Context: an optimization exercise on an open-source flow, tuned for small area and a short achievable clock period. The choices shown serve that exercise and are no tape-out recipe. Only simulation tests tie the RTL to the original design; equivalence was not proved.

==> flow/flow/run.sh <==
#!/bin/bash
# Own layout flow: the standard flow (standard.sh, standard synthesis
# unchanged) with a smaller clock tree (no dummy loads, clkbuf_4 sink buffers
# in clusters of at most 8 sinks) and buf_1 port buffers.
set -euo pipefail
export BUFFER_PORTS_ARGS="-buffer_cell sky130_fd_sc_hd__buf_1"
export CTS_ARGS="-sink_clustering_enable -repair_clock_nets -dont_use_dummy_load -root_buf sky130_fd_sc_hd__clkbuf_16 -buf_list sky130_fd_sc_hd__clkbuf_4 -sink_clustering_size 8 -sink_clustering_max_diameter 50"
bash standard.sh > standard.log 2>&1
==> flow/standard.sh <==
#!/bin/bash
# synth_recipe.tcl (not shown) runs the flow's synth.tcl, then flattens the netlist and writes it again
# the make line also repeats each setting of config.mk as NAME=value (left out here)
make -C /OpenROAD-flow-scripts/flow DESIGN_CONFIG=/design/flow/config.mk WORK_HOME=/design/flow/orfs CLKGATE_MAP_FILE= SYNTH_SCRIPT=/design/flow/synth_recipe.tcl "${@:-finish}"
==> flow/config.mk <==
export PLATFORM = sky130hd
export DESIGN_NAME = divi
export DESIGN_NICKNAME = divi
export VERILOG_FILES = /design/flow/design.v
export SDC_FILE = /design/flow/constraint.sdc
export NUM_CORES = 4
export LEC_CHECK = 0
export ABC_AREA = 1
export CAP_MARGIN = 20
export CORE_MARGIN = 2
export CORE_UTILIZATION = 60
export SLEW_MARGIN = 20
export SYNTH_HIERARCHICAL = 1
export SYNTH_MINIMUM_KEEP_SIZE = 0
==> flow/constraint.sdc <==
create_clock -name core_clock -period 460.0 [get_ports {clock}]
set_input_delay 92.0000 -clock core_clock [delete_from_list [all_inputs] [get_ports {clock}]]
set_output_delay 92.0000 -clock core_clock [all_outputs]
set_load 0.01 [all_outputs]
==> flow/design.v <==
module divi (input logic clock,
             input logic [31:0]  denom,
             input logic [62:0]  numer,
             output logic [62:0]  quotient);
logic [62:0] s1_n;
always_ff @(posedge clock) s1_n <= numer;
logic [31:0] s1_dn;
always_ff @(posedge clock) s1_dn <= ~denom;
logic [32:1] hz1;
assign hz1[32] = 1'b1;
for (genvar j = 1; j < 32; j++) assign hz1[j] = hz1[j+1] & s1_dn[j];
logic q0;
logic [0:0] rp0;
assign rp0 = s1_n[62];
logic [0:0] dl0;
assign dl0 = s1_dn[0:0];
logic [1:0] c0;
assign c0[0] = 1'b1;
logic [0:0] sm0;
assign c0[1] = rp0[0] | dl0[0];
assign q0 = c0[1] & hz1[1];
logic [0:0] r0;
assign r0[0] = rp0[0] ^ (q0 & ~dl0[0]);
logic q1;
logic [1:0] rp1;
assign rp1 = {r0[0:0], s1_n[61]};
logic [1:0] dl1;
assign dl1 = s1_dn[1:0];
logic [2:0] c1;
assign c1[0] = 1'b1;
logic [1:0] sm1;
assign c1[1] = rp1[0] | dl1[0];
for (genvar j = 1; j < 2; j++) divi_fa fa1 (.a(rp1[j]), .b(dl1[j]), .ci(c1[j]), .s(sm1[j]), .co(c1[j+1]));
assign q1 = c1[2] & hz1[2];
logic [1:0] r1;
assign r1[0] = rp1[0] ^ (q1 & ~dl1[0]);
assign r1[1:1] = q1 ? sm1[1:1] : rp1[1:1];
logic q2;
logic [2:0] rp2;
assign rp2 = {r1[1:0], s1_n[60]};
logic [2:0] dl2;
assign dl2 = s1_dn[2:0];
logic [3:0] c2;
assign c2[0] = 1'b1;
logic [2:0] sm2;
assign c2[1] = rp2[0] | dl2[0];
for (genvar j = 1; j < 3; j++) divi_fa fa2 (.a(rp2[j]), .b(dl2[j]), .ci(c2[j]), .s(sm2[j]), .co(c2[j+1]));
assign q2 = c2[3] & hz1[3];
logic [2:0] r2;
assign r2[0] = rp2[0] ^ (q2 & ~dl2[0]);
assign r2[2:1] = q2 ? sm2[2:1] : rp2[2:1];
logic q3;
logic [3:0] rp3;
assign rp3 = {r2[2:0], s1_n[59]};
logic [3:0] dl3;
assign dl3 = s1_dn[3:0];
logic [4:0] c3;
assign c3[0] = 1'b1;
logic [3:0] sm3;
assign c3[1] = rp3[0] | dl3[0];
for (genvar j = 1; j < 4; j++) divi_fa fa3 (.a(rp3[j]), .b(dl3[j]), .ci(c3[j]), .s(sm3[j]), .co(c3[j+1]));
assign q3 = c3[4] & hz1[4];
logic [3:0] r3;
assign r3[0] = rp3[0] ^ (q3 & ~dl3[0]);
assign r3[3:1] = q3 ? sm3[3:1] : rp3[3:1];
logic q4;
logic [4:0] rp4;
assign rp4 = {r3[3:0], s1_n[58]};
logic [4:0] dl4;
assign dl4 = s1_dn[4:0];
logic [5:0] c4;
assign c4[0] = 1'b1;
logic [4:0] sm4;
assign c4[1] = rp4[0] | dl4[0];
for (genvar j = 1; j < 5; j++) divi_fa fa4 (.a(rp4[j]), .b(dl4[j]), .ci(c4[j]), .s(sm4[j]), .co(c4[j+1]));
assign q4 = c4[5] & hz1[5];
logic [4:0] r4;
assign r4[0] = rp4[0] ^ (q4 & ~dl4[0]);
assign r4[4:1] = q4 ? sm4[4:1] : rp4[4:1];
logic q5;
logic [5:0] rp5;
assign rp5 = {r4[4:0], s1_n[57]};
logic [5:0] dl5;
assign dl5 = s1_dn[5:0];
logic [6:0] c5;
assign c5[0] = 1'b1;
logic [5:0] sm5;
assign c5[1] = rp5[0] | dl5[0];
for (genvar j = 1; j < 6; j++) divi_fa fa5 (.a(rp5[j]), .b(dl5[j]), .ci(c5[j]), .s(sm5[j]), .co(c5[j+1]));
assign q5 = c5[6] & hz1[6];
logic [5:0] r5;
assign r5[0] = rp5[0] ^ (q5 & ~dl5[0]);
assign r5[5:1] = q5 ? sm5[5:1] : rp5[5:1];
logic q6;
logic [6:0] rp6;
assign rp6 = {r5[5:0], s1_n[56]};
logic [6:0] dl6;
assign dl6 = s1_dn[6:0];
logic [7:0] c6;
assign c6[0] = 1'b1;
logic [6:0] sm6;
assign c6[1] = rp6[0] | dl6[0];
for (genvar j = 1; j < 7; j++) divi_fa fa6 (.a(rp6[j]), .b(dl6[j]), .ci(c6[j]), .s(sm6[j]), .co(c6[j+1]));
assign q6 = c6[7] & hz1[7];
logic [6:0] r6;
assign r6[0] = rp6[0] ^ (q6 & ~dl6[0]);
assign r6[6:1] = q6 ? sm6[6:1] : rp6[6:1];
logic q7;
logic [7:0] rp7;
assign rp7 = {r6[6:0], s1_n[55]};
logic [7:0] dl7;
assign dl7 = s1_dn[7:0];
logic [8:0] c7;
assign c7[0] = 1'b1;
logic [7:0] sm7;
assign c7[1] = rp7[0] | dl7[0];
for (genvar j = 1; j < 8; j++) divi_fa fa7 (.a(rp7[j]), .b(dl7[j]), .ci(c7[j]), .s(sm7[j]), .co(c7[j+1]));
assign q7 = c7[8] & hz1[8];
logic [7:0] r7;
assign r7[0] = rp7[0] ^ (q7 & ~dl7[0]);
assign r7[7:1] = q7 ? sm7[7:1] : rp7[7:1];
logic q8;
logic [8:0] rp8;
assign rp8 = {r7[7:0], s1_n[54]};
logic [8:0] dl8;
assign dl8 = s1_dn[8:0];
logic [9:0] c8;
assign c8[0] = 1'b1;
logic [8:0] sm8;
assign c8[1] = rp8[0] | dl8[0];
for (genvar j = 1; j < 9; j++) divi_fa fa8 (.a(rp8[j]), .b(dl8[j]), .ci(c8[j]), .s(sm8[j]), .co(c8[j+1]));
assign q8 = c8[9] & hz1[9];
logic [8:0] r8;
assign r8[0] = rp8[0] ^ (q8 & ~dl8[0]);
assign r8[8:1] = q8 ? sm8[8:1] : rp8[8:1];
logic q9;
logic [9:0] rp9;
assign rp9 = {r8[8:0], s1_n[53]};
logic [9:0] dl9;
assign dl9 = s1_dn[9:0];
logic [10:0] c9;
assign c9[0] = 1'b1;
logic [9:0] sm9;
assign c9[1] = rp9[0] | dl9[0];
for (genvar j = 1; j < 10; j++) divi_fa fa9 (.a(rp9[j]), .b(dl9[j]), .ci(c9[j]), .s(sm9[j]), .co(c9[j+1]));
assign q9 = c9[10] & hz1[10];
logic [9:0] r9;
assign r9[0] = rp9[0] ^ (q9 & ~dl9[0]);
assign r9[9:1] = q9 ? sm9[9:1] : rp9[9:1];
logic q10;
logic [10:0] rp10;
assign rp10 = {r9[9:0], s1_n[52]};
logic [10:0] dl10;
assign dl10 = s1_dn[10:0];
logic [11:0] c10;
assign c10[0] = 1'b1;
logic [10:0] sm10;
assign c10[1] = rp10[0] | dl10[0];
for (genvar j = 1; j < 11; j++) divi_fa fa10 (.a(rp10[j]), .b(dl10[j]), .ci(c10[j]), .s(sm10[j]), .co(c10[j+1]));
assign q10 = c10[11] & hz1[11];
logic [10:0] r10;
assign r10[0] = rp10[0] ^ (q10 & ~dl10[0]);
assign r10[10:1] = q10 ? sm10[10:1] : rp10[10:1];
logic q11;
logic [11:0] rp11;
assign rp11 = {r10[10:0], s1_n[51]};
logic [11:0] dl11;
assign dl11 = s1_dn[11:0];
logic [12:0] c11;
assign c11[0] = 1'b1;
logic [11:0] sm11;
assign c11[1] = rp11[0] | dl11[0];
for (genvar j = 1; j < 12; j++) divi_fa fa11 (.a(rp11[j]), .b(dl11[j]), .ci(c11[j]), .s(sm11[j]), .co(c11[j+1]));
assign q11 = c11[12] & hz1[12];
logic [11:0] r11;
assign r11[0] = rp11[0] ^ (q11 & ~dl11[0]);
assign r11[11:1] = q11 ? sm11[11:1] : rp11[11:1];
logic q12;
logic [12:0] rp12;
assign rp12 = {r11[11:0], s1_n[50]};
logic [12:0] dl12;
assign dl12 = s1_dn[12:0];
logic [13:0] c12;
assign c12[0] = 1'b1;
logic [12:0] sm12;
assign c12[1] = rp12[0] | dl12[0];
for (genvar j = 1; j < 13; j++) divi_fa fa12 (.a(rp12[j]), .b(dl12[j]), .ci(c12[j]), .s(sm12[j]), .co(c12[j+1]));
assign q12 = c12[13] & hz1[13];
logic [12:0] r12;
assign r12[0] = rp12[0] ^ (q12 & ~dl12[0]);
assign r12[12:1] = q12 ? sm12[12:1] : rp12[12:1];
logic q13;
logic [13:0] rp13;
assign rp13 = {r12[12:0], s1_n[49]};
logic [13:0] dl13;
assign dl13 = s1_dn[13:0];
logic [14:0] c13;
assign c13[0] = 1'b1;
logic [13:0] sm13;
assign c13[1] = rp13[0] | dl13[0];
for (genvar j = 1; j < 14; j++) divi_fa fa13 (.a(rp13[j]), .b(dl13[j]), .ci(c13[j]), .s(sm13[j]), .co(c13[j+1]));
assign q13 = c13[14] & hz1[14];
logic [13:0] r13;
assign r13[0] = rp13[0] ^ (q13 & ~dl13[0]);
assign r13[13:1] = q13 ? sm13[13:1] : rp13[13:1];
logic q14;
logic [14:0] rp14;
assign rp14 = {r13[13:0], s1_n[48]};
logic [14:0] dl14;
assign dl14 = s1_dn[14:0];
logic [15:0] c14;
assign c14[0] = 1'b1;
logic [14:0] sm14;
assign c14[1] = rp14[0] | dl14[0];
for (genvar j = 1; j < 15; j++) divi_fa fa14 (.a(rp14[j]), .b(dl14[j]), .ci(c14[j]), .s(sm14[j]), .co(c14[j+1]));
assign q14 = c14[15] & hz1[15];
logic [14:0] r14;
assign r14[0] = rp14[0] ^ (q14 & ~dl14[0]);
assign r14[14:1] = q14 ? sm14[14:1] : rp14[14:1];
logic q15;
logic [15:0] rp15;
assign rp15 = {r14[14:0], s1_n[47]};
logic [15:0] dl15;
assign dl15 = s1_dn[15:0];
logic [16:0] c15;
assign c15[0] = 1'b1;
logic [15:0] sm15;
assign c15[1] = rp15[0] | dl15[0];
for (genvar j = 1; j < 16; j++) divi_fa fa15 (.a(rp15[j]), .b(dl15[j]), .ci(c15[j]), .s(sm15[j]), .co(c15[j+1]));
assign q15 = c15[16] & hz1[16];
logic [15:0] r15;
assign r15[0] = rp15[0] ^ (q15 & ~dl15[0]);
assign r15[15:1] = q15 ? sm15[15:1] : rp15[15:1];
logic q16;
logic [16:0] rp16;
assign rp16 = {r15[15:0], s1_n[46]};
logic [16:0] dl16;
assign dl16 = s1_dn[16:0];
logic [17:0] c16;
assign c16[0] = 1'b1;
logic [16:0] sm16;
assign c16[1] = rp16[0] | dl16[0];
for (genvar j = 1; j < 17; j++) divi_fa fa16 (.a(rp16[j]), .b(dl16[j]), .ci(c16[j]), .s(sm16[j]), .co(c16[j+1]));
assign q16 = c16[17] & hz1[17];
logic [16:0] r16;
assign r16[0] = rp16[0] ^ (q16 & ~dl16[0]);
assign r16[16:1] = q16 ? sm16[16:1] : rp16[16:1];
logic q17;
logic [17:0] rp17;
assign rp17 = {r16[16:0], s1_n[45]};
logic [17:0] dl17;
assign dl17 = s1_dn[17:0];
logic [18:0] c17;
assign c17[0] = 1'b1;
logic [17:0] sm17;
assign c17[1] = rp17[0] | dl17[0];
for (genvar j = 1; j < 18; j++) divi_fa fa17 (.a(rp17[j]), .b(dl17[j]), .ci(c17[j]), .s(sm17[j]), .co(c17[j+1]));
assign q17 = c17[18] & hz1[18];
logic [17:0] r17;
assign r17[0] = rp17[0] ^ (q17 & ~dl17[0]);
assign r17[17:1] = q17 ? sm17[17:1] : rp17[17:1];
logic q18;
logic [18:0] rp18;
assign rp18 = {r17[17:0], s1_n[44]};
logic [18:0] dl18;
assign dl18 = s1_dn[18:0];
logic [19:0] c18;
assign c18[0] = 1'b1;
logic [18:0] sm18;
assign c18[1] = rp18[0] | dl18[0];
for (genvar j = 1; j < 19; j++) divi_fa fa18 (.a(rp18[j]), .b(dl18[j]), .ci(c18[j]), .s(sm18[j]), .co(c18[j+1]));
assign q18 = c18[19] & hz1[19];
logic [18:0] r18;
assign r18[0] = rp18[0] ^ (q18 & ~dl18[0]);
assign r18[18:1] = q18 ? sm18[18:1] : rp18[18:1];
logic [18:0] s2_q;
always_ff @(posedge clock) s2_q <= {q0, q1, q2, q3, q4, q5, q6, q7, q8, q9, q10, q11, q12, q13, q14, q15, q16, q17, q18};
logic [43:0] s2_n;
always_ff @(posedge clock) s2_n <= s1_n[43:0];
logic [31:0] s2_dn;
always_ff @(posedge clock) s2_dn <= s1_dn;
logic [18:0] s2_r;
always_ff @(posedge clock) s2_r <= r18;
logic [32:1] hz2;
assign hz2[32] = 1'b1;
for (genvar j = 1; j < 32; j++) assign hz2[j] = hz2[j+1] & s2_dn[j];
logic q19;
logic [19:0] rp19;
assign rp19 = {s2_r[18:0], s2_n[43]};
logic [19:0] dl19;
assign dl19 = s2_dn[19:0];
logic [20:0] c19;
assign c19[0] = 1'b1;
logic [19:0] sm19;
assign c19[1] = rp19[0] | dl19[0];
for (genvar j = 1; j < 20; j++) divi_fa fa19 (.a(rp19[j]), .b(dl19[j]), .ci(c19[j]), .s(sm19[j]), .co(c19[j+1]));
assign q19 = c19[20] & hz2[20];
logic [19:0] r19;
assign r19[0] = rp19[0] ^ (q19 & ~dl19[0]);
assign r19[19:1] = q19 ? sm19[19:1] : rp19[19:1];
logic q20;
logic [20:0] rp20;
assign rp20 = {r19[19:0], s2_n[42]};
logic [20:0] dl20;
assign dl20 = s2_dn[20:0];
logic [21:0] c20;
assign c20[0] = 1'b1;
logic [20:0] sm20;
assign c20[1] = rp20[0] | dl20[0];
for (genvar j = 1; j < 21; j++) divi_fa fa20 (.a(rp20[j]), .b(dl20[j]), .ci(c20[j]), .s(sm20[j]), .co(c20[j+1]));
assign q20 = c20[21] & hz2[21];
logic [20:0] r20;
assign r20[0] = rp20[0] ^ (q20 & ~dl20[0]);
assign r20[20:1] = q20 ? sm20[20:1] : rp20[20:1];
logic q21;
logic [21:0] rp21;
assign rp21 = {r20[20:0], s2_n[41]};
logic [21:0] dl21;
assign dl21 = s2_dn[21:0];
logic [22:0] c21;
assign c21[0] = 1'b1;
logic [21:0] sm21;
assign c21[1] = rp21[0] | dl21[0];
for (genvar j = 1; j < 22; j++) divi_fa fa21 (.a(rp21[j]), .b(dl21[j]), .ci(c21[j]), .s(sm21[j]), .co(c21[j+1]));
assign q21 = c21[22] & hz2[22];
logic [21:0] r21;
assign r21[0] = rp21[0] ^ (q21 & ~dl21[0]);
assign r21[21:1] = q21 ? sm21[21:1] : rp21[21:1];
logic q22;
logic [22:0] rp22;
assign rp22 = {r21[21:0], s2_n[40]};
logic [22:0] dl22;
assign dl22 = s2_dn[22:0];
logic [23:0] c22;
assign c22[0] = 1'b1;
logic [22:0] sm22;
assign c22[1] = rp22[0] | dl22[0];
for (genvar j = 1; j < 23; j++) divi_fa fa22 (.a(rp22[j]), .b(dl22[j]), .ci(c22[j]), .s(sm22[j]), .co(c22[j+1]));
assign q22 = c22[23] & hz2[23];
logic [22:0] r22;
assign r22[0] = rp22[0] ^ (q22 & ~dl22[0]);
assign r22[22:1] = q22 ? sm22[22:1] : rp22[22:1];
logic q23;
logic [23:0] rp23;
assign rp23 = {r22[22:0], s2_n[39]};
logic [23:0] dl23;
assign dl23 = s2_dn[23:0];
logic [24:0] c23;
assign c23[0] = 1'b1;
logic [23:0] sm23;
assign c23[1] = rp23[0] | dl23[0];
for (genvar j = 1; j < 24; j++) divi_fa fa23 (.a(rp23[j]), .b(dl23[j]), .ci(c23[j]), .s(sm23[j]), .co(c23[j+1]));
assign q23 = c23[24] & hz2[24];
logic [23:0] r23;
assign r23[0] = rp23[0] ^ (q23 & ~dl23[0]);
assign r23[23:1] = q23 ? sm23[23:1] : rp23[23:1];
logic q24;
logic [24:0] rp24;
assign rp24 = {r23[23:0], s2_n[38]};
logic [24:0] dl24;
assign dl24 = s2_dn[24:0];
logic [25:0] c24;
assign c24[0] = 1'b1;
logic [24:0] sm24;
assign c24[1] = rp24[0] | dl24[0];
for (genvar j = 1; j < 25; j++) divi_fa fa24 (.a(rp24[j]), .b(dl24[j]), .ci(c24[j]), .s(sm24[j]), .co(c24[j+1]));
assign q24 = c24[25] & hz2[25];
logic [24:0] r24;
assign r24[0] = rp24[0] ^ (q24 & ~dl24[0]);
assign r24[24:1] = q24 ? sm24[24:1] : rp24[24:1];
logic q25;
logic [25:0] rp25;
assign rp25 = {r24[24:0], s2_n[37]};
logic [25:0] dl25;
assign dl25 = s2_dn[25:0];
logic [26:0] c25;
assign c25[0] = 1'b1;
logic [25:0] sm25;
assign c25[1] = rp25[0] | dl25[0];
for (genvar j = 1; j < 26; j++) divi_fa fa25 (.a(rp25[j]), .b(dl25[j]), .ci(c25[j]), .s(sm25[j]), .co(c25[j+1]));
assign q25 = c25[26] & hz2[26];
logic [25:0] r25;
assign r25[0] = rp25[0] ^ (q25 & ~dl25[0]);
assign r25[25:1] = q25 ? sm25[25:1] : rp25[25:1];
logic q26;
logic [26:0] rp26;
assign rp26 = {r25[25:0], s2_n[36]};
logic [26:0] dl26;
assign dl26 = s2_dn[26:0];
logic [27:0] c26;
assign c26[0] = 1'b1;
logic [26:0] sm26;
assign c26[1] = rp26[0] | dl26[0];
for (genvar j = 1; j < 27; j++) divi_fa fa26 (.a(rp26[j]), .b(dl26[j]), .ci(c26[j]), .s(sm26[j]), .co(c26[j+1]));
assign q26 = c26[27] & hz2[27];
logic [26:0] r26;
assign r26[0] = rp26[0] ^ (q26 & ~dl26[0]);
assign r26[26:1] = q26 ? sm26[26:1] : rp26[26:1];
logic [26:0] s3_q;
always_ff @(posedge clock) s3_q <= {s2_q, q19, q20, q21, q22, q23, q24, q25, q26};
logic [35:0] s3_n;
always_ff @(posedge clock) s3_n <= s2_n[35:0];
logic [31:0] s3_dn;
always_ff @(posedge clock) s3_dn <= s2_dn;
logic [26:0] s3_r;
always_ff @(posedge clock) s3_r <= r26;
logic [32:1] hz3;
assign hz3[32] = 1'b1;
for (genvar j = 1; j < 32; j++) assign hz3[j] = hz3[j+1] & s3_dn[j];
logic q27;
logic [27:0] rp27;
assign rp27 = {s3_r[26:0], s3_n[35]};
logic [27:0] dl27;
assign dl27 = s3_dn[27:0];
logic [28:0] c27;
assign c27[0] = 1'b1;
logic [27:0] sm27;
assign c27[1] = rp27[0] | dl27[0];
for (genvar j = 1; j < 28; j++) divi_fa fa27 (.a(rp27[j]), .b(dl27[j]), .ci(c27[j]), .s(sm27[j]), .co(c27[j+1]));
assign q27 = c27[28] & hz3[28];
logic [27:0] r27;
assign r27[0] = rp27[0] ^ (q27 & ~dl27[0]);
assign r27[27:1] = q27 ? sm27[27:1] : rp27[27:1];
logic q28;
logic [28:0] rp28;
assign rp28 = {r27[27:0], s3_n[34]};
logic [28:0] dl28;
assign dl28 = s3_dn[28:0];
logic [29:0] c28;
assign c28[0] = 1'b1;
logic [28:0] sm28;
assign c28[1] = rp28[0] | dl28[0];
for (genvar j = 1; j < 29; j++) divi_fa fa28 (.a(rp28[j]), .b(dl28[j]), .ci(c28[j]), .s(sm28[j]), .co(c28[j+1]));
assign q28 = c28[29] & hz3[29];
logic [28:0] r28;
assign r28[0] = rp28[0] ^ (q28 & ~dl28[0]);
assign r28[28:1] = q28 ? sm28[28:1] : rp28[28:1];
logic q29;
logic [29:0] rp29;
assign rp29 = {r28[28:0], s3_n[33]};
logic [29:0] dl29;
assign dl29 = s3_dn[29:0];
logic [30:0] c29;
assign c29[0] = 1'b1;
logic [29:0] sm29;
assign c29[1] = rp29[0] | dl29[0];
for (genvar j = 1; j < 30; j++) divi_fa fa29 (.a(rp29[j]), .b(dl29[j]), .ci(c29[j]), .s(sm29[j]), .co(c29[j+1]));
assign q29 = c29[30] & hz3[30];
logic [29:0] r29;
assign r29[0] = rp29[0] ^ (q29 & ~dl29[0]);
assign r29[29:1] = q29 ? sm29[29:1] : rp29[29:1];
logic q30;
logic [30:0] rp30;
assign rp30 = {r29[29:0], s3_n[32]};
logic [30:0] dl30;
assign dl30 = s3_dn[30:0];
logic [31:0] c30;
assign c30[0] = 1'b1;
logic [30:0] sm30;
assign c30[1] = rp30[0] | dl30[0];
for (genvar j = 1; j < 31; j++) divi_fa fa30 (.a(rp30[j]), .b(dl30[j]), .ci(c30[j]), .s(sm30[j]), .co(c30[j+1]));
assign q30 = c30[31] & hz3[31];
logic [30:0] r30;
assign r30[0] = rp30[0] ^ (q30 & ~dl30[0]);
assign r30[30:1] = q30 ? sm30[30:1] : rp30[30:1];
logic q31;
logic [31:0] rp31;
assign rp31 = {r30[30:0], s3_n[31]};
logic [32:0] c31;
assign c31[0] = 1'b1;
logic [31:0] sm31;
assign c31[1] = rp31[0] | s3_dn[31:0][0];
for (genvar j = 1; j < 32; j++) divi_fa fa31 (.a(rp31[j]), .b(s3_dn[31:0][j]), .ci(c31[j]), .s(sm31[j]), .co(c31[j+1]));
assign q31 = c31[32];
logic [31:0] r31;
assign r31[0] = rp31[0] ^ (q31 & ~s3_dn[31:0][0]);
assign r31[31:1] = q31 ? sm31[31:1] : rp31[31:1];
logic q32;
logic [31:0] rp32;
assign rp32 = {r31[30:0], s3_n[30]};
logic [32:0] c32;
assign c32[0] = 1'b1;
logic [31:0] sm32;
assign sm32[0] = ~(rp32[0] ^ s3_dn[0]);
assign c32[1] = rp32[0] | s3_dn[0];
for (genvar j = 1; j < 32; j++) divi_fa fa32 (.a(rp32[j]), .b(s3_dn[j]), .ci(c32[j]), .s(sm32[j]), .co(c32[j+1]));
logic [32:0] r32;
assign r32 = {~(r31[31] ^ c32[32]), sm32};
assign q32 = ~r32[32];
logic [32:0] s4_q;
always_ff @(posedge clock) s4_q <= {s3_q, q27, q28, q29, q30, q31, q32};
logic [29:0] s4_n;
always_ff @(posedge clock) s4_n <= s3_n[29:0];
logic [31:0] s4_dn;
always_ff @(posedge clock) s4_dn <= s3_dn;
logic [32:0] s4_r;
always_ff @(posedge clock) s4_r <= r32;
logic q33;
logic [31:0] rp33;
assign rp33 = {s4_r[30:0], s4_n[29]};
logic [31:0] op33;
assign op33 = s4_dn ^ {32{s4_r[32]}};
logic [32:0] c33;
assign c33[0] = ~s4_r[32];
logic [31:0] sm33;
for (genvar j = 0; j < 32; j++) divi_fa fa33 (.a(rp33[j]), .b(op33[j]), .ci(c33[j]), .s(sm33[j]), .co(c33[j+1]));
logic [32:0] r33;
assign r33 = {s4_r[31] ^ ~s4_r[32] ^ c33[32], sm33};
assign q33 = ~r33[32];
logic q34;
logic [31:0] rp34;
assign rp34 = {r33[30:0], s4_n[28]};
logic [31:0] op34;
assign op34 = s4_dn ^ {32{r33[32]}};
logic [32:0] c34;
assign c34[0] = ~r33[32];
logic [31:0] sm34;
for (genvar j = 0; j < 32; j++) divi_fa fa34 (.a(rp34[j]), .b(op34[j]), .ci(c34[j]), .s(sm34[j]), .co(c34[j+1]));
logic [32:0] r34;
assign r34 = {r33[31] ^ ~r33[32] ^ c34[32], sm34};
assign q34 = ~r34[32];
logic q35;
logic [31:0] rp35;
assign rp35 = {r34[30:0], s4_n[27]};
logic [31:0] op35;
assign op35 = s4_dn ^ {32{r34[32]}};
logic [32:0] c35;
assign c35[0] = ~r34[32];
logic [31:0] sm35;
for (genvar j = 0; j < 32; j++) divi_fa fa35 (.a(rp35[j]), .b(op35[j]), .ci(c35[j]), .s(sm35[j]), .co(c35[j+1]));
logic [32:0] r35;
assign r35 = {r34[31] ^ ~r34[32] ^ c35[32], sm35};
assign q35 = ~r35[32];
logic q36;
logic [31:0] rp36;
assign rp36 = {r35[30:0], s4_n[26]};
logic [31:0] op36;
assign op36 = s4_dn ^ {32{r35[32]}};
logic [32:0] c36;
assign c36[0] = ~r35[32];
logic [31:0] sm36;
for (genvar j = 0; j < 32; j++) divi_fa fa36 (.a(rp36[j]), .b(op36[j]), .ci(c36[j]), .s(sm36[j]), .co(c36[j+1]));
logic [32:0] r36;
assign r36 = {r35[31] ^ ~r35[32] ^ c36[32], sm36};
assign q36 = ~r36[32];
logic q37;
logic [31:0] rp37;
assign rp37 = {r36[30:0], s4_n[25]};
logic [31:0] op37;
assign op37 = s4_dn ^ {32{r36[32]}};
logic [32:0] c37;
assign c37[0] = ~r36[32];
logic [31:0] sm37;
for (genvar j = 0; j < 32; j++) divi_fa fa37 (.a(rp37[j]), .b(op37[j]), .ci(c37[j]), .s(sm37[j]), .co(c37[j+1]));
logic [32:0] r37;
assign r37 = {r36[31] ^ ~r36[32] ^ c37[32], sm37};
assign q37 = ~r37[32];
logic q38;
logic [31:0] rp38;
assign rp38 = {r37[30:0], s4_n[24]};
logic [31:0] op38;
assign op38 = s4_dn ^ {32{r37[32]}};
logic [32:0] c38;
assign c38[0] = ~r37[32];
logic [31:0] sm38;
for (genvar j = 0; j < 32; j++) divi_fa fa38 (.a(rp38[j]), .b(op38[j]), .ci(c38[j]), .s(sm38[j]), .co(c38[j+1]));
logic [32:0] r38;
assign r38 = {r37[31] ^ ~r37[32] ^ c38[32], sm38};
assign q38 = ~r38[32];
logic [38:0] s5_q;
always_ff @(posedge clock) s5_q <= {s4_q, q33, q34, q35, q36, q37, q38};
logic [23:0] s5_n;
always_ff @(posedge clock) s5_n <= s4_n[23:0];
logic [31:0] s5_dn;
always_ff @(posedge clock) s5_dn <= s4_dn;
logic [32:0] s5_r;
always_ff @(posedge clock) s5_r <= r38;
logic q39;
logic [31:0] rp39;
assign rp39 = {s5_r[30:0], s5_n[23]};
logic [31:0] op39;
assign op39 = s5_dn ^ {32{s5_r[32]}};
logic [32:0] c39;
assign c39[0] = ~s5_r[32];
logic [31:0] sm39;
for (genvar j = 0; j < 32; j++) divi_fa fa39 (.a(rp39[j]), .b(op39[j]), .ci(c39[j]), .s(sm39[j]), .co(c39[j+1]));
logic [32:0] r39;
assign r39 = {s5_r[31] ^ ~s5_r[32] ^ c39[32], sm39};
assign q39 = ~r39[32];
logic q40;
logic [31:0] rp40;
assign rp40 = {r39[30:0], s5_n[22]};
logic [31:0] op40;
assign op40 = s5_dn ^ {32{r39[32]}};
logic [32:0] c40;
assign c40[0] = ~r39[32];
logic [31:0] sm40;
for (genvar j = 0; j < 32; j++) divi_fa fa40 (.a(rp40[j]), .b(op40[j]), .ci(c40[j]), .s(sm40[j]), .co(c40[j+1]));
logic [32:0] r40;
assign r40 = {r39[31] ^ ~r39[32] ^ c40[32], sm40};
assign q40 = ~r40[32];
logic q41;
logic [31:0] rp41;
assign rp41 = {r40[30:0], s5_n[21]};
logic [31:0] op41;
assign op41 = s5_dn ^ {32{r40[32]}};
logic [32:0] c41;
assign c41[0] = ~r40[32];
logic [31:0] sm41;
for (genvar j = 0; j < 32; j++) divi_fa fa41 (.a(rp41[j]), .b(op41[j]), .ci(c41[j]), .s(sm41[j]), .co(c41[j+1]));
logic [32:0] r41;
assign r41 = {r40[31] ^ ~r40[32] ^ c41[32], sm41};
assign q41 = ~r41[32];
logic q42;
logic [31:0] rp42;
assign rp42 = {r41[30:0], s5_n[20]};
logic [31:0] op42;
assign op42 = s5_dn ^ {32{r41[32]}};
logic [32:0] c42;
assign c42[0] = ~r41[32];
logic [31:0] sm42;
for (genvar j = 0; j < 32; j++) divi_fa fa42 (.a(rp42[j]), .b(op42[j]), .ci(c42[j]), .s(sm42[j]), .co(c42[j+1]));
logic [32:0] r42;
assign r42 = {r41[31] ^ ~r41[32] ^ c42[32], sm42};
assign q42 = ~r42[32];
logic q43;
logic [31:0] rp43;
assign rp43 = {r42[30:0], s5_n[19]};
logic [31:0] op43;
assign op43 = s5_dn ^ {32{r42[32]}};
logic [32:0] c43;
assign c43[0] = ~r42[32];
logic [31:0] sm43;
for (genvar j = 0; j < 32; j++) divi_fa fa43 (.a(rp43[j]), .b(op43[j]), .ci(c43[j]), .s(sm43[j]), .co(c43[j+1]));
logic [32:0] r43;
assign r43 = {r42[31] ^ ~r42[32] ^ c43[32], sm43};
assign q43 = ~r43[32];
logic q44;
logic [31:0] rp44;
assign rp44 = {r43[30:0], s5_n[18]};
logic [31:0] op44;
assign op44 = s5_dn ^ {32{r43[32]}};
logic [32:0] c44;
assign c44[0] = ~r43[32];
logic [31:0] sm44;
for (genvar j = 0; j < 32; j++) divi_fa fa44 (.a(rp44[j]), .b(op44[j]), .ci(c44[j]), .s(sm44[j]), .co(c44[j+1]));
logic [32:0] r44;
assign r44 = {r43[31] ^ ~r43[32] ^ c44[32], sm44};
assign q44 = ~r44[32];
logic [44:0] s6_q;
always_ff @(posedge clock) s6_q <= {s5_q, q39, q40, q41, q42, q43, q44};
logic [17:0] s6_n;
always_ff @(posedge clock) s6_n <= s5_n[17:0];
logic [31:0] s6_dn;
always_ff @(posedge clock) s6_dn <= s5_dn;
logic [32:0] s6_r;
always_ff @(posedge clock) s6_r <= r44;
logic q45;
logic [31:0] rp45;
assign rp45 = {s6_r[30:0], s6_n[17]};
logic [31:0] op45;
assign op45 = s6_dn ^ {32{s6_r[32]}};
logic [32:0] c45;
assign c45[0] = ~s6_r[32];
logic [31:0] sm45;
for (genvar j = 0; j < 32; j++) divi_fa fa45 (.a(rp45[j]), .b(op45[j]), .ci(c45[j]), .s(sm45[j]), .co(c45[j+1]));
logic [32:0] r45;
assign r45 = {s6_r[31] ^ ~s6_r[32] ^ c45[32], sm45};
assign q45 = ~r45[32];
logic q46;
logic [31:0] rp46;
assign rp46 = {r45[30:0], s6_n[16]};
logic [31:0] op46;
assign op46 = s6_dn ^ {32{r45[32]}};
logic [32:0] c46;
assign c46[0] = ~r45[32];
logic [31:0] sm46;
for (genvar j = 0; j < 32; j++) divi_fa fa46 (.a(rp46[j]), .b(op46[j]), .ci(c46[j]), .s(sm46[j]), .co(c46[j+1]));
logic [32:0] r46;
assign r46 = {r45[31] ^ ~r45[32] ^ c46[32], sm46};
assign q46 = ~r46[32];
logic q47;
logic [31:0] rp47;
assign rp47 = {r46[30:0], s6_n[15]};
logic [31:0] op47;
assign op47 = s6_dn ^ {32{r46[32]}};
logic [32:0] c47;
assign c47[0] = ~r46[32];
logic [31:0] sm47;
for (genvar j = 0; j < 32; j++) divi_fa fa47 (.a(rp47[j]), .b(op47[j]), .ci(c47[j]), .s(sm47[j]), .co(c47[j+1]));
logic [32:0] r47;
assign r47 = {r46[31] ^ ~r46[32] ^ c47[32], sm47};
assign q47 = ~r47[32];
logic q48;
logic [31:0] rp48;
assign rp48 = {r47[30:0], s6_n[14]};
logic [31:0] op48;
assign op48 = s6_dn ^ {32{r47[32]}};
logic [32:0] c48;
assign c48[0] = ~r47[32];
logic [31:0] sm48;
for (genvar j = 0; j < 32; j++) divi_fa fa48 (.a(rp48[j]), .b(op48[j]), .ci(c48[j]), .s(sm48[j]), .co(c48[j+1]));
logic [32:0] r48;
assign r48 = {r47[31] ^ ~r47[32] ^ c48[32], sm48};
assign q48 = ~r48[32];
logic q49;
logic [31:0] rp49;
assign rp49 = {r48[30:0], s6_n[13]};
logic [31:0] op49;
assign op49 = s6_dn ^ {32{r48[32]}};
logic [32:0] c49;
assign c49[0] = ~r48[32];
logic [31:0] sm49;
for (genvar j = 0; j < 32; j++) divi_fa fa49 (.a(rp49[j]), .b(op49[j]), .ci(c49[j]), .s(sm49[j]), .co(c49[j+1]));
logic [32:0] r49;
assign r49 = {r48[31] ^ ~r48[32] ^ c49[32], sm49};
assign q49 = ~r49[32];
logic q50;
logic [31:0] rp50;
assign rp50 = {r49[30:0], s6_n[12]};
logic [31:0] op50;
assign op50 = s6_dn ^ {32{r49[32]}};
logic [32:0] c50;
assign c50[0] = ~r49[32];
logic [31:0] sm50;
for (genvar j = 0; j < 32; j++) divi_fa fa50 (.a(rp50[j]), .b(op50[j]), .ci(c50[j]), .s(sm50[j]), .co(c50[j+1]));
logic [32:0] r50;
assign r50 = {r49[31] ^ ~r49[32] ^ c50[32], sm50};
assign q50 = ~r50[32];
logic [50:0] s7_q;
always_ff @(posedge clock) s7_q <= {s6_q, q45, q46, q47, q48, q49, q50};
logic [11:0] s7_n;
always_ff @(posedge clock) s7_n <= s6_n[11:0];
logic [31:0] s7_dn;
always_ff @(posedge clock) s7_dn <= s6_dn;
logic [32:0] s7_r;
always_ff @(posedge clock) s7_r <= r50;
logic q51;
logic [31:0] rp51;
assign rp51 = {s7_r[30:0], s7_n[11]};
logic [31:0] op51;
assign op51 = s7_dn ^ {32{s7_r[32]}};
logic [32:0] c51;
assign c51[0] = ~s7_r[32];
logic [31:0] sm51;
for (genvar j = 0; j < 32; j++) divi_fa fa51 (.a(rp51[j]), .b(op51[j]), .ci(c51[j]), .s(sm51[j]), .co(c51[j+1]));
logic [32:0] r51;
assign r51 = {s7_r[31] ^ ~s7_r[32] ^ c51[32], sm51};
assign q51 = ~r51[32];
logic q52;
logic [31:0] rp52;
assign rp52 = {r51[30:0], s7_n[10]};
logic [31:0] op52;
assign op52 = s7_dn ^ {32{r51[32]}};
logic [32:0] c52;
assign c52[0] = ~r51[32];
logic [31:0] sm52;
for (genvar j = 0; j < 32; j++) divi_fa fa52 (.a(rp52[j]), .b(op52[j]), .ci(c52[j]), .s(sm52[j]), .co(c52[j+1]));
logic [32:0] r52;
assign r52 = {r51[31] ^ ~r51[32] ^ c52[32], sm52};
assign q52 = ~r52[32];
logic q53;
logic [31:0] rp53;
assign rp53 = {r52[30:0], s7_n[9]};
logic [31:0] op53;
assign op53 = s7_dn ^ {32{r52[32]}};
logic [32:0] c53;
assign c53[0] = ~r52[32];
logic [31:0] sm53;
for (genvar j = 0; j < 32; j++) divi_fa fa53 (.a(rp53[j]), .b(op53[j]), .ci(c53[j]), .s(sm53[j]), .co(c53[j+1]));
logic [32:0] r53;
assign r53 = {r52[31] ^ ~r52[32] ^ c53[32], sm53};
assign q53 = ~r53[32];
logic q54;
logic [31:0] rp54;
assign rp54 = {r53[30:0], s7_n[8]};
logic [31:0] op54;
assign op54 = s7_dn ^ {32{r53[32]}};
logic [32:0] c54;
assign c54[0] = ~r53[32];
logic [31:0] sm54;
for (genvar j = 0; j < 32; j++) divi_fa fa54 (.a(rp54[j]), .b(op54[j]), .ci(c54[j]), .s(sm54[j]), .co(c54[j+1]));
logic [32:0] r54;
assign r54 = {r53[31] ^ ~r53[32] ^ c54[32], sm54};
assign q54 = ~r54[32];
logic q55;
logic [31:0] rp55;
assign rp55 = {r54[30:0], s7_n[7]};
logic [31:0] op55;
assign op55 = s7_dn ^ {32{r54[32]}};
logic [32:0] c55;
assign c55[0] = ~r54[32];
logic [31:0] sm55;
for (genvar j = 0; j < 32; j++) divi_fa fa55 (.a(rp55[j]), .b(op55[j]), .ci(c55[j]), .s(sm55[j]), .co(c55[j+1]));
logic [32:0] r55;
assign r55 = {r54[31] ^ ~r54[32] ^ c55[32], sm55};
assign q55 = ~r55[32];
logic q56;
logic [31:0] rp56;
assign rp56 = {r55[30:0], s7_n[6]};
logic [31:0] op56;
assign op56 = s7_dn ^ {32{r55[32]}};
logic [32:0] c56;
assign c56[0] = ~r55[32];
logic [31:0] sm56;
for (genvar j = 0; j < 32; j++) divi_fa fa56 (.a(rp56[j]), .b(op56[j]), .ci(c56[j]), .s(sm56[j]), .co(c56[j+1]));
logic [32:0] r56;
assign r56 = {r55[31] ^ ~r55[32] ^ c56[32], sm56};
assign q56 = ~r56[32];
logic [56:0] s8_q;
always_ff @(posedge clock) s8_q <= {s7_q, q51, q52, q53, q54, q55, q56};
logic [5:0] s8_n;
always_ff @(posedge clock) s8_n <= s7_n[5:0];
logic [31:0] s8_dn;
always_ff @(posedge clock) s8_dn <= s7_dn;
logic [32:0] s8_r;
always_ff @(posedge clock) s8_r <= r56;
logic q57;
logic [31:0] rp57;
assign rp57 = {s8_r[30:0], s8_n[5]};
logic [31:0] op57;
assign op57 = s8_dn ^ {32{s8_r[32]}};
logic [32:0] c57;
assign c57[0] = ~s8_r[32];
logic [31:0] sm57;
for (genvar j = 0; j < 32; j++) divi_fa fa57 (.a(rp57[j]), .b(op57[j]), .ci(c57[j]), .s(sm57[j]), .co(c57[j+1]));
logic [32:0] r57;
assign r57 = {s8_r[31] ^ ~s8_r[32] ^ c57[32], sm57};
assign q57 = ~r57[32];
logic q58;
logic [31:0] rp58;
assign rp58 = {r57[30:0], s8_n[4]};
logic [31:0] op58;
assign op58 = s8_dn ^ {32{r57[32]}};
logic [32:0] c58;
assign c58[0] = ~r57[32];
logic [31:0] sm58;
for (genvar j = 0; j < 32; j++) divi_fa fa58 (.a(rp58[j]), .b(op58[j]), .ci(c58[j]), .s(sm58[j]), .co(c58[j+1]));
logic [32:0] r58;
assign r58 = {r57[31] ^ ~r57[32] ^ c58[32], sm58};
assign q58 = ~r58[32];
logic q59;
logic [31:0] rp59;
assign rp59 = {r58[30:0], s8_n[3]};
logic [31:0] op59;
assign op59 = s8_dn ^ {32{r58[32]}};
logic [32:0] c59;
assign c59[0] = ~r58[32];
logic [31:0] sm59;
for (genvar j = 0; j < 32; j++) divi_fa fa59 (.a(rp59[j]), .b(op59[j]), .ci(c59[j]), .s(sm59[j]), .co(c59[j+1]));
logic [32:0] r59;
assign r59 = {r58[31] ^ ~r58[32] ^ c59[32], sm59};
assign q59 = ~r59[32];
logic q60;
logic [31:0] rp60;
assign rp60 = {r59[30:0], s8_n[2]};
logic [31:0] op60;
assign op60 = s8_dn ^ {32{r59[32]}};
logic [32:0] c60;
assign c60[0] = ~r59[32];
logic [31:0] sm60;
for (genvar j = 0; j < 32; j++) divi_fa fa60 (.a(rp60[j]), .b(op60[j]), .ci(c60[j]), .s(sm60[j]), .co(c60[j+1]));
logic [32:0] r60;
assign r60 = {r59[31] ^ ~r59[32] ^ c60[32], sm60};
assign q60 = ~r60[32];
logic q61;
logic [31:0] rp61;
assign rp61 = {r60[30:0], s8_n[1]};
logic [31:0] op61;
assign op61 = s8_dn ^ {32{r60[32]}};
logic [32:0] c61;
assign c61[0] = ~r60[32];
logic [31:0] sm61;
for (genvar j = 0; j < 32; j++) divi_fa fa61 (.a(rp61[j]), .b(op61[j]), .ci(c61[j]), .s(sm61[j]), .co(c61[j+1]));
logic [32:0] r61;
assign r61 = {r60[31] ^ ~r60[32] ^ c61[32], sm61};
assign q61 = ~r61[32];
logic q62;
logic [31:0] rp62;
assign rp62 = {r61[30:0], s8_n[0]};
logic [31:0] op62;
assign op62 = s8_dn ^ {32{r61[32]}};
logic [32:0] c62;
assign c62[0] = ~r61[32];
assign c62[32:1] = (rp62 & op62) | (rp62 & c62[31:0]) | (op62 & c62[31:0]);
assign q62 = ~(r61[31] ^ ~r61[32] ^ c62[32]);
logic [62:0] s9_q;
always_ff @(posedge clock) s9_q <= {s8_q, q57, q58, q59, q60, q61, q62};
logic [62:0] qd[1:7];
always_ff @(posedge clock) begin
   qd[1] <= s9_q;
   for (int j = 1; j < 7; j++) qd[j+1] <= qd[j];
end
assign quotient = qd[7];
endmodule
module divi_fa (input logic a, input logic b, input logic ci,
                output logic s, output logic co);
assign s = a ^ b ^ ci;
assign co = (a & b) | (a & ci) | (b & ci);
endmodule
==> summary.txt, run 1 <==
* Async set-reset flop share out of synthesis at 0
* Status: complete, no violations
* Inst Count DP at 7758
* CTS Sinks at 1475
* Setup WS pre-CTS at around 370000 ps
* Core area at around 0.13 mm²
* # Post-CTS Setup Buffers at 0
* Initial antenna violation count at 5
* Worst skew pair latency at roughly 850 ps
* Most common cell in the netlist: dfxtp_1
* Post-Route Skew at about 160 ps
* Antenna Violating Nets Remaining at 0
* Min-Delay Endpoint: s5_q[21]
* CP max-delay cell: dfxtp_1
* Grt total ovfl at 0
* Number of synthesized flops with an enable pin at 0
* Vias per cell at just over 5
* DRT iter0 DRCs at approximately 1400
* Worst-path fanout max at 1
* CP max stage delay at approximately 320 ps
* HP Start: s4_q[15]
* I/O Buffers at approximately 160
* Reg2reg path depth at 220
* CP Capture Type: output pin
* Worst-Margin Slew at about 1000 ps
* DRC viols at 0
* Post-DP HPWL at roughly 110 mm
* CP Buf/Inv Count at 1
* CTS Hold Bufs at 0
* MaxCap Viol Count at 0
* WL per Instance at ~16 µm
* Setup TNS Final at 0 ps
* CP top delay family: flip-flops
* Finished Layout Cells at 7985
* Cts repair resizes at 0
* CP Launch Type: flop
* Clock buffers created by TritonCTS at 220
* Final number of max-transition violations at 0
* Max_slew headroom at 0.3060
* Synth Instances at about 6000
* Min-delay worst type: reg -> reg
* WHS Path Cells at 0
* Worst path required time at around 370000 ps
* CTS tree: done
* Io pins at approximately 160
* F_max at roughly 11 MHz
* Final worst slack at 366660 ps
* Ratio of final minimum period to clock period at 0.2029
* Share of cells above drive strength 1 at 0.06935
* Final instance area at around 0.081 mm²
* Die outline width at ~360 µm
* Die Height at between 300 and 400 µm
* Layout fillers at just over 10000
* Vias in the first global route at 45750
* GPL Wtd Cong at approximately 0.8
* Post-synthesis register bit count at 1475
* Mapped cell area at 0.07683 mm²
* Via count at about 40000
* First-pass GRT wire length at between 200 and 250 mm
* Area share of the largest cell type after synthesis at 0.3843
* Crit path DAT at between 1000 and 1500 ps
* Final Critical Period at 93340 ps
* Starting density of the core at 0.6033
* Total wire length at about 130 mm
* Library cells used by synthesis at 47
* Setup slack, reg-to-reg at 375290 ps
* Pin count of the biggest net entering global routing at 51
* Register area share after synthesis at 0.3843
* CTS Root Cell: clkbuf_16
* Ys Warns at 8
* Mean Syn Cell Area at 12.65 µm²
* RR Startpoint: s6_r[32]
* Worst-path clk slew at approximately 80 ps
* Nets at around 7900
* DRT Pass-1 Iters at 5
* Cell taking the most area after synthesis: dfxtp_1
* Syn_nets at 7627
* R2r endpoint: s7_q[0]
* Leading post-synthesis cells by cell area: dfxtp_1 (38%), fa_1 (38%), xor2_1 (9.8%)
* Max clock buf depth at 3
* Final setup vio count at 0
* RSZ-0062 raised after global routing: false
* Synth Flop Type: dfxtp_1
* Type of the worst setup path: reg -> out
* H-tree depth at 4
* Global Route Usage Sum at 0.2197
* Row Count at around 130
* Area delta synth->final at 5.381%
* Crit-path cells: buf_1
* Final Hold Vio Count at 0
* Area of the die at 0.1309 mm²
* Placed inst area at approximately 0.079 mm²
* Synth top cells by count: dfxtp_1 (1475), fa_1 (1455), nand2_1 (985)
-- cell families (layout without fill, tap and decap cells) --
group           after synthesis  after routing  share of synthesized area
flops                      1475           1475                     0.3843
fa+ha+maj                  1456           1456                     0.3793
simple gates               1452           1452                    0.07892
xor+xnor                   1020           1020                     0.1163
buf+inv                     455            696                    0.02303
compound gates              217            217                    0.01816
other cells                   0              7                          0
-- sequential cells by signal, summed over array words and instances (netlist names), 32 cells and up --
name   count
s3_n      36
s1_dn     32
s2_n      44
s1_n      63
s8_r      33
s6_dn     32
s6_q      45
s8_dn     32
s7_q      51
s3_dn     32
s4_q      33
s6_r      33
s4_r      33
s8_q      57
s4_dn     32
s7_r      33
s9_q      63
s5_q      39
s2_dn     32
s7_dn     32
qd       441
s5_dn     32
s5_r      33
-- routing by layer --
layer | GRT usage | vias to the layer above | part of all wire | wire (µm)
li1 | - | 19010 | - | -
met1 | 0.2551 | 20720 | 0.39 | 51240
met2 | 0.4175 | 504 | 0.56 | 72470
met3 | 0.03291 | 198 | 0.029 | 3740
met4 | 0.06356 | 0 | 0.023 | 3030
met5 | 0 | - | 0 | 0
-- placed cells by master (no fill, tap or decap), types with 2 or more instances in the layout --
| master | n |
|---|---|
| nor2_2 | 6 |
| o21ai_1 | 11 |
| clkinv_1 | 7 |
| buf_1 | 158 |
| o22ai_1 | 7 |
| clkbuf_4 | 219 |
| nor2_4 | 6 |
| o21ai_0 | 13 |
| buf_4 | 71 |
| or2_2 | 67 |
| o21ai_2 | 4 |
| xnor2_1 | 154 |
| a31oi_1 | 170 |
| xor2_1 | 858 |
| and2_1 | 24 |
| a22o_1 | 6 |
| xnor2_2 | 8 |
| nand2_4 | 3 |
| nand4_1 | 15 |
| nand3b_1 | 2 |
| inv_2 | 8 |
| fa_1 | 1455 |
| nand3_2 | 4 |
| nand2_2 | 26 |
| nand4_2 | 3 |
| nor2_1 | 217 |
| dfxtp_1 | 1470 |
| nor3_1 | 4 |
| nand2_1 | 980 |
| dfxtp_2 | 5 |
| diode_2 | 7 |
| nand3_1 | 88 |
| inv_1 | 232 |
| a31oi_4 | 2 |
-- per-module statistics from Yosys (local to each module, per instance) --
module / times used / cells / flip-flops and latches / area [µm²]
divi: 1 / 4620 / 1475 / 47700
divi_fa: 1455 / 1 / 0 / 20.02
-- area by class of cell --
class                      count  area, µm²  share of cell area
sequential                  1475      29530              0.3648
clock buffer                 220       1669             0.02062
antenna                        7      17.52           0.0002164
inverter                     247      927.1             0.01145
multi-input combinational   4145      45610              0.5633
tap                         1662       2079             0.02568
timing repair buffer         229       1126             0.01391
-- stage by stage --
step / hold WS (ps) / util
after global routing: 198.3 / 0.6357
after detailed placement: 312.1 / 0.6224
after floorplan: 309.6 / -
final: 219.6 / 0.6357
after global placement: 309.6 / 0.6224
after CTS: 187.7 / 0.6356
-- how the worst max path moves through the flow --
stage	start	to	slack [ps]	cells past startpoint
after CTS	qd[7][49]	quotient[49]	366520	1
after global placement	qd[7][32]	quotient[32]	367570	1
final	qd[7][49]	quotient[49]	366660	1
after global routing	qd[7][49]	quotient[49]	366500	1
after floorplan	qd[7][0]	quotient[0]	367670	0
after detailed placement	qd[7][49]	quotient[49]	367530	1
==> run 2, diff against run 1 <==
==> flow/flow/run.sh (replaced) <==
#!/bin/bash
# Own layout flow: the standard flow (standard.sh, standard synthesis
# unchanged) with a smaller clock tree (no dummy loads, clkbuf_4 sink buffers
# in clusters of at most 10 sinks) and buf_1 port buffers.
set -euo pipefail
export BUFFER_PORTS_ARGS="-buffer_cell sky130_fd_sc_hd__buf_1"
export CTS_ARGS="-sink_clustering_enable -repair_clock_nets -dont_use_dummy_load -root_buf sky130_fd_sc_hd__clkbuf_16 -buf_list sky130_fd_sc_hd__clkbuf_4 -sink_clustering_size 10 -sink_clustering_max_diameter 45"
bash standard.sh > standard.log 2>&1
==> run 2 against run 1 <==
Via count fell by 0.61%; synthesized cell count did not move; design area fell by 0.30%; clock-buffer cell count fell by 32; still clean; flip-flop and latch count did not move; wire length fell by 0.34%; worst hold slack improved by 6.6 ps; register-to-register slack improved by 90 ps.
==> summary.txt, run 2 <==
* Status: complete, no violations
* Min-delay worst type: reg -> reg
* Syn_nets at 7627 (unchanged)
* Worst-path fanout max at 1 (unchanged)
* Nets at 7838 (-0.41%)
* # Post-CTS Setup Buffers at 0 (unchanged)
* Share of cells above drive strength 1 at 0.06461 (-0.004739)
* Die outline width at 361.8 µm (unchanged)
* CP Capture Type: output pin
* Max_slew headroom at 0.2850 (-0.02103)
* WL per Instance at 16.36 µm (about the same)
* Ys Warns at 8 (unchanged)
* Synth Instances at 6075 (unchanged)
* Layout fillers at 10150 (+0.22%)
* Reg2reg path depth at 218 (-0.91%)
* Die Height at 361.8 µm (unchanged)
* I/O Buffers at 158 (unchanged)
* Worst-path clk slew at 100 ps (+20 ps)
* Setup WS pre-CTS at 367530 ps (unchanged)
* CP Launch Type: flop
* Worst path required time at 368000 ps (about the same)
* RSZ-0062 raised after global routing: false
* DRC viols at 0 (unchanged)
* Commonest non-fill, non-tap cells in the layout: dfxtp_1 (1470), fa_1 (1455), nand2_1 (980), xor2_1 (858), inv_1 (232)
* GPL Wtd Cong at 0.8150 (unchanged)
* CTS Hold Bufs at 0 (unchanged)
* Core area at 0.1274 mm² (unchanged)
* Max reg flops at 441 (unchanged)
* Final Critical Period at 93330 ps (-10.00 ps)
* Initial antenna violation count at 6 (+1)
* Ratio of final minimum period to clock period at 0.2029 (about the same)
* MaxCap Viol Count at 0 (unchanged)
* CTS Root Cell: clkbuf_16
* DRT Pass-1 Iters at 6 (+1)
* Global Route Usage Sum at 0.2187 (-0.0009411)
* Total wire length at 130.0 mm (-0.34%)
* Final number of max-transition violations at 0 (unchanged)
* Area share of the largest cell type after synthesis at 0.3843 (unchanged)
* Mapped cell area at 0.07683 mm² (unchanged)
* Grt total ovfl at 0 (unchanged)
* Setup TNS Final at 0 ps (unchanged)
* Crit-path cells: buf_1
* DRT iter0 DRCs at 1381 (+1.2%)
* Synth Flop Type: dfxtp_1
* CTS Sinks at 1475 (unchanged)
* Crit path DAT at 1330 ps (about the same)
* Pin count of the biggest net entering global routing at 51 (unchanged)
* Most common cell after layout, fill and taps aside: dfxtp_1
* Cell taking the most area after synthesis: dfxtp_1
* Final setup vio count at 0 (unchanged)
* Io pins at 159 (unchanged)
* Final Hold Vio Count at 0 (unchanged)
* Top Registers: qd (441), s1_n (63), s9_q (63)
* Area of the die at 0.1309 mm² (unchanged)
* Leading post-synthesis cells by cell area: dfxtp_1 (38%), fa_1 (38%), xor2_1 (9.8%)
* First-pass GRT wire length at 226.6 mm (-0.52%)
* F_max at 10.71 MHz (about the same)
* CP max stage delay at 330 ps (about the same)
* Synth top cells by count: dfxtp_1 (1475), fa_1 (1455), nand2_1 (985)
* Worst skew pair latency at 850 ps (about the same)
* WHS Path Cells at 0 (unchanged)
* Post-Route Skew at 138.4 ps (-25.38 ps)
* Clock buffers created by TritonCTS at 188 (-15%)
* CP max-delay cell: dfxtp_1
* Number of synthesized flops with an enable pin at 0 (unchanged)
* CTS tree: done
* Row Count at 131 (unchanged)
* Register area share after synthesis at 0.3843 (unchanged)
* Async set-reset flop share out of synthesis at 0 (unchanged)
* CP top delay family: flip-flops
* Area delta synth->final at 5.062%
* Vias in the first global route at 45220 (-1.2%)
* Vias per cell at 5.054 (-0.18%)
* Most flop-heavy register: qd
* Antenna Violating Nets Remaining at 0 (unchanged)
* Max clock buf depth at 3 (unchanged)
* Post-synthesis register bit count at 1475 (unchanged)
* Starting density of the core at 0.6033 (unchanged)
* Mean Syn Cell Area at 12.65 µm² (unchanged)
* Most common cell in the netlist: dfxtp_1
* H-tree depth at 4 (unchanged)
* Type of the worst setup path: reg -> out
* Final worst slack at 366670 ps (+10.00 ps)
* Worst-Margin Slew at 1063 ps (+31.26 ps)
* Library cells used by synthesis at 47 (unchanged)
* Post-DP HPWL at 109.6 mm (unchanged)
* Crit path depth at 1 (unchanged)
* Via count at 40190 (-0.61%)
* CP Buf/Inv Count at 1 (unchanged)
* Hold_ws at 226.1 ps (+6.559 ps)
* Cts repair resizes at 0 (unchanged)
run 2: Yosys stat by module, one instance, submodules excluded:
module   flip-flops and latches  cell area [µm²]  cells
divi_fa                       0            20.02      1
divi                       1475            47700   4620
run 2: logic make-up after synthesis:
kind of cell / synth area share
AND/OR/NAND/NOR: 0.07892
XOR/XNOR: 0.1163
flip-flops: 0.3843
AO/OA/AOI/OAI: 0.01816
adder cells (fa/ha/maj): 0.3793
buffers and inverters: 0.02303
run 2: per-stage QoR:
step                      std cells  instance area [µm²]  utilization
final                          7951                80720       0.6338
after CTS                      7946                80700       0.6337
after floorplan                6075                76830            -
after global routing           7951                80720       0.6338
after global placement         7758                79270       0.6224
after detailed placement       7758                79270       0.6224
run 2: final timing paths:
kind              startpoint      endpoint  slack [ps]
setup reg to reg    s5_r[32]      s6_r[32]      375380
setup / recovery   qd[7][49]  quotient[49]      366670
hold / removal       s2_q[1]       s3_q[9]         230
hold reg to reg      s2_q[1]       s3_q[9]         230
run 2: cell type report:
type                    count  area, µm²  area share
flip-flops and latches   1475      29530      0.3659
clock buffers             188       1429     0.01770
multi-input cells        4145      45610      0.5650
well taps                1662       2079     0.02576
diodes                      5      12.51   0.0001550
inverters                 247      927.1     0.01149
repair buffers            229       1126     0.01395
run 2: worst reg2reg max path, delay by kind of cell, from the launching register on:
kind,cells,cell delay [ps]
adders and majority gates,192,76050
and+or+nand+nor,8,2220
DFF,1,980
xor gates and xnor gates,12,4130
buffers and inverters,6,1160
run 2: routing by layer:
layer  track usage  routed length [µm]  vias to the layer above  part of all wire
met2        0.4153               71900                      513              0.55
li1              -                   -                    18940                 -
met4       0.06217                3103                        2             0.024
met1        0.2555               51250                    20530              0.39
met3       0.03178                3769                      204             0.029
met5             0                  20                        -           0.00015

==> static timing again, ports no longer ideal <==
Ports are ideal in the flow. The routed layouts listed here were re-timed in OpenROAD.
Step 1 sets driving cells, clkbuf_16 on the clock port and buf_2 on the other inputs (assumed; they add their load-dependent delay and slew).
Step 2 moves the port delays by t, midway between the first and last clock arrival at a register: inputs arrive t later, outputs are due t later. That takes back most of the time a late clock gives input paths.
a / b / c = no drivers / after step 1 / after step 2; a / b = the first two.
run | shift t [ns] | setup slack, ns | hold slack, ns
run 1 | 0.844 | 366.656 / 366.579 / 367.423 | 0.220 / 0.220 / 0.220
run 2 | 0.837 | 366.667 / 366.590 / 367.426 | 0.226 / 0.226 / 0.226
After both steps every run listed still meets setup and hold.
